From an optimization exercise on the open Yosys and OpenROAD flow, aimed at a short achievable clock period and few clock cycles; shortcuts taken in it are not production practice. The clock port is modelled as an ideal driver; clocking choices that lean on that would not hold on a real chip. Power figures rest on the tool's default switching activity, not on a simulated workload.

## MIPS_DLX
module MIPS_DLX(
	input         clock,
	input         reset,
	input         enable,
	output [9:0]  imem_addr,
	input  [31:0] imem_data,
	output [9:0]  dmem_addr,
	output [31:0] dmem_wdata,
	output        dmem_we,
	input  [31:0] dmem_rdata
);
For scale: roughly 2000 flip-flops, ~130000 um2 of cells after synthesis.
Settings: LEC_CHECK=0, CAP_MARGIN=20, CORE_MARGIN=2, CORE_UTILIZATION=40, SLEW_MARGIN=20; clock period 10.0 ns.
standard.sh (not shown) runs the stock make flow with config.mk's settings and CLKGATE_MAP_FILE= SYNTH_SCRIPT=/design/flow/synth_recipe.tcl, a recipe that flattens the netlist after the stock synthesis.
==> flow/flow/run.sh <==
#!/bin/bash
# Layout: the standard ORFS flow (standard.sh, which runs the standard
# synthesis unchanged), with these settings changed:
#   - DONT_USE_CELLS: the platform's list plus the delay cells (clkdlybuf*,
#     dlygate*, dlymetal*), so that repair never puts them on data paths;
#   - SETUP_SLACK_MARGIN 5.6: repair_timing keeps working until paths are
#     about 4.4 ns long (the clock stays at the design's 10 ns);
#   - SLEW_MARGIN / CAP_MARGIN 50: repair_design aims further below the
#     library's slew and capacitance limits;
#   - POST_CTS_TCL: post_cts.tcl, one more repair pass at the end of CTS
#     that resizes, swaps pins and clones but adds no buffers.
# ORFS's own logs are under orfs/logs; make's output goes to standard.log.
set -euo pipefail
here="$PWD/flow"
DONT_USE="$(tr '\n' ' ' < "$here/dont_use.txt")"
bash standard.sh "DONT_USE_CELLS=$DONT_USE" SETUP_SLACK_MARGIN=5.6 \
	SLEW_MARGIN=50 CAP_MARGIN=50 POST_CTS_TCL="$here/post_cts.tcl" \
	finish > standard.log 2>&1
==> flow/flow/post_cts.tcl <==
# Extra timing repair at the end of ORFS's CTS step (before 4_1_cts.odb is
# written): fix slow transitions, then a setup repair pass that only resizes,
# swaps pins and clones (no new buffers), then legalize the placement again.
puts "post_cts: extra repair"
estimate_parasitics -placement
repair_design -slew_margin 50 -cap_margin 50 -verbose
estimate_parasitics -placement
repair_timing -setup -setup_margin 5.6 -repair_tns 100 -skip_buffering -verbose
detailed_placement
check_placement -verbose
report_worst_slack -max
Other scripts of this flow, unchanged in this note and not shown: flow/flow/dont_use.txt
The first run completed with no timing, DRC or antenna violations.
Edit:
--- a/flow/flow/post_cts.tcl
+++ b/flow/flow/post_cts.tcl
@@ -4,0 +5,5 @@
+# the buffers the standard flow's flow put on the input ports: make them all strong, since
+# every input arrives late and several drive many loads
+foreach inst [get_cells input*] {
+  replace_cell $inst sky130_fd_sc_hd__buf_12
+}
=> Global-route usage hardly moves. Synthesized cell count is unchanged. Design area came out higher by about 0.7%. Critical path depth came out lower by 2. Clock-buffer cell count stays the same. Wire length came out lower by about 0.3%. Non-clock buffer count came out higher by 35.
Function was not checked in any run of this note: the RTL went through the layout flow alone.

MIPS_DLX, a different RTL version from the one above (not shown whole).
Size in the first run: roughly 120 I/O pins.
Design MIPS_DLX, start of the top module:
module MIPS_DLX(
	input         clock,
	input         reset,
	input         enable,
	output [9:0]  imem_addr,
	input  [31:0] imem_data,
	output [9:0]  dmem_addr,
	output [31:0] dmem_wdata,
	output        dmem_we,
	input  [31:0] dmem_rdata
);
clock: 10.0 ns
lec_check: 0
cap_margin: 20
core_margin: 2
core_utilization: 40
slew_margin: 20
==> flow/flow/run.sh <==
#!/bin/bash
# Standard ORFS layout with delay cells kept out of the netlist and
# repair_timing asked for more setup slack than the default.
set -euo pipefail
DONT_USE="sky130_fd_sc_hd__probe_p_8 sky130_fd_sc_hd__probec_p_8 sky130_fd_sc_hd__lpflow_bleeder_1 sky130_fd_sc_hd__lpflow_clkbufkapwr_1 sky130_fd_sc_hd__lpflow_clkbufkapwr_16 sky130_fd_sc_hd__lpflow_clkbufkapwr_2 sky130_fd_sc_hd__lpflow_clkbufkapwr_4 sky130_fd_sc_hd__lpflow_clkbufkapwr_8 sky130_fd_sc_hd__lpflow_clkinvkapwr_1 sky130_fd_sc_hd__lpflow_clkinvkapwr_16 sky130_fd_sc_hd__lpflow_clkinvkapwr_2 sky130_fd_sc_hd__lpflow_clkinvkapwr_4 sky130_fd_sc_hd__lpflow_clkinvkapwr_8 sky130_fd_sc_hd__lpflow_decapkapwr_12 sky130_fd_sc_hd__lpflow_decapkapwr_3 sky130_fd_sc_hd__lpflow_decapkapwr_4 sky130_fd_sc_hd__lpflow_decapkapwr_6 sky130_fd_sc_hd__lpflow_decapkapwr_8 sky130_fd_sc_hd__lpflow_inputiso0n_1 sky130_fd_sc_hd__lpflow_inputiso0p_1 sky130_fd_sc_hd__lpflow_inputiso1n_1 sky130_fd_sc_hd__lpflow_inputiso1p_1 sky130_fd_sc_hd__lpflow_inputisolatch_1 sky130_fd_sc_hd__lpflow_isobufsrc_1 sky130_fd_sc_hd__lpflow_isobufsrc_16 sky130_fd_sc_hd__lpflow_isobufsrc_2 sky130_fd_sc_hd__lpflow_isobufsrc_4 sky130_fd_sc_hd__lpflow_isobufsrc_8 sky130_fd_sc_hd__lpflow_isobufsrckapwr_16 sky130_fd_sc_hd__lpflow_lsbuf_lh_hl_isowell_tap_1 sky130_fd_sc_hd__lpflow_lsbuf_lh_hl_isowell_tap_2 sky130_fd_sc_hd__lpflow_lsbuf_lh_hl_isowell_tap_4 sky130_fd_sc_hd__lpflow_lsbuf_lh_isowell_4 sky130_fd_sc_hd__lpflow_lsbuf_lh_isowell_tap_1 sky130_fd_sc_hd__lpflow_lsbuf_lh_isowell_tap_2 sky130_fd_sc_hd__lpflow_lsbuf_lh_isowell_tap_4 sky130_fd_sc_hd__fill_1 sky130_fd_sc_hd__fill_2 sky130_fd_sc_hd__fill_4 sky130_fd_sc_hd__fill_8  sky130_fd_sc_hd__clkdlybuf4s15_1 sky130_fd_sc_hd__clkdlybuf4s15_2 sky130_fd_sc_hd__clkdlybuf4s18_1 sky130_fd_sc_hd__clkdlybuf4s18_2 sky130_fd_sc_hd__clkdlybuf4s25_1 sky130_fd_sc_hd__clkdlybuf4s25_2 sky130_fd_sc_hd__clkdlybuf4s50_1 sky130_fd_sc_hd__clkdlybuf4s50_2 sky130_fd_sc_hd__dlygate4sd1_1 sky130_fd_sc_hd__dlygate4sd2_1 sky130_fd_sc_hd__dlygate4sd3_1 sky130_fd_sc_hd__dlymetal6s2s_1 sky130_fd_sc_hd__dlymetal6s4s_1 sky130_fd_sc_hd__dlymetal6s6s_1"
bash standard.sh "DONT_USE_CELLS=$DONT_USE" SETUP_SLACK_MARGIN=5.6 finish > standard.log 2>&1
==> next run, changes <==
--- a/flow/flow/run.sh
+++ b/flow/flow/run.sh
@@ -6 +6 @@
-bash standard.sh "DONT_USE_CELLS=$DONT_USE" SETUP_SLACK_MARGIN=5.6 finish > standard.log 2>&1
+bash standard.sh "DONT_USE_CELLS=$DONT_USE" SETUP_SLACK_MARGIN=5.6 SETUP_MOVE_SEQUENCE=unbuffer,sizeup,swap,clone,split finish > standard.log 2>&1
With this change the flow completed and failed the layout checks on capacitance limit, slew limit; fmax decreases by 17%; area after synthesis stays the same; total power decreases by 0.42%; register-to-register slack is worse by 900 ps; non-clock buffer count decreases by 170.
==> next run, changes <==
--- a/flow/flow/run.sh
+++ b/flow/flow/run.sh
@@ -6 +6 @@
-bash standard.sh "DONT_USE_CELLS=$DONT_USE" SETUP_SLACK_MARGIN=5.6 SETUP_MOVE_SEQUENCE=unbuffer,sizeup,swap,clone,split finish > standard.log 2>&1
+bash standard.sh "DONT_USE_CELLS=$DONT_USE" SETUP_SLACK_MARGIN=5.8 finish > standard.log 2>&1
Outcome: The new run went through all stages and came out clean. Flip-flop and latch count does not change. Count of clock-buffer cells in the layout grows by 13. Global-route usage grows by 0.93 points. Power grows by 2.6%. Maximum frequency grows by 19%. Wire length grows by 1.5%. Final cell count grows by 3.2%. Synthesized area is unchanged.
Function was not checked in any run of this note: the RTL went through the layout flow alone.

## what the ideal ports hide
Ports are ideal in the flow. The routed layouts listed here were re-timed in OpenROAD. Step 1: set_driving_cell puts a clkbuf_16 on clock and a buf_2 on each other input, an assumption about the parent block. Step 2 moves the port delays by t, midway between the first and last clock arrival at a register: inputs arrive t later, outputs are due t later. That takes back most of the time a late clock gives input paths. Three values: ideal ports, drivers, drivers and shift; two values: the first two.
| run | t (ns) | setup slack, ns | hold WS [ns] | worst setup path after step 2 |
|---|---|---|---|---|
| the first run of note 1 | 1.000 | 4.980 / 4.980 / 4.195 | 0.496 / 0.496 / 0.496 | input to register |
| the second run of note 1 | 1.001 | 4.959 / 4.959 / 4.181 | 0.496 / 0.496 / 0.496 | input to register |
| the first run of note 2 | 0.895 | 5.470 / 5.341 / 4.447 | 0.423 / 0.423 / 0.423 | input to register |
| the second run of note 2 | 0.887 | 4.570 / 4.570 / 4.008 | 0.419 / 0.419 / 0.419 | input to register |
| the third run of note 2 | 0.884 | 5.428 / 5.302 / 4.418 | 0.398 / 0.398 / 0.398 | input to register |
For the first run of note 2, which loses most, drivers alone change the setup slack by -0.129 ns; drivers and shift together by -1.023 ns.
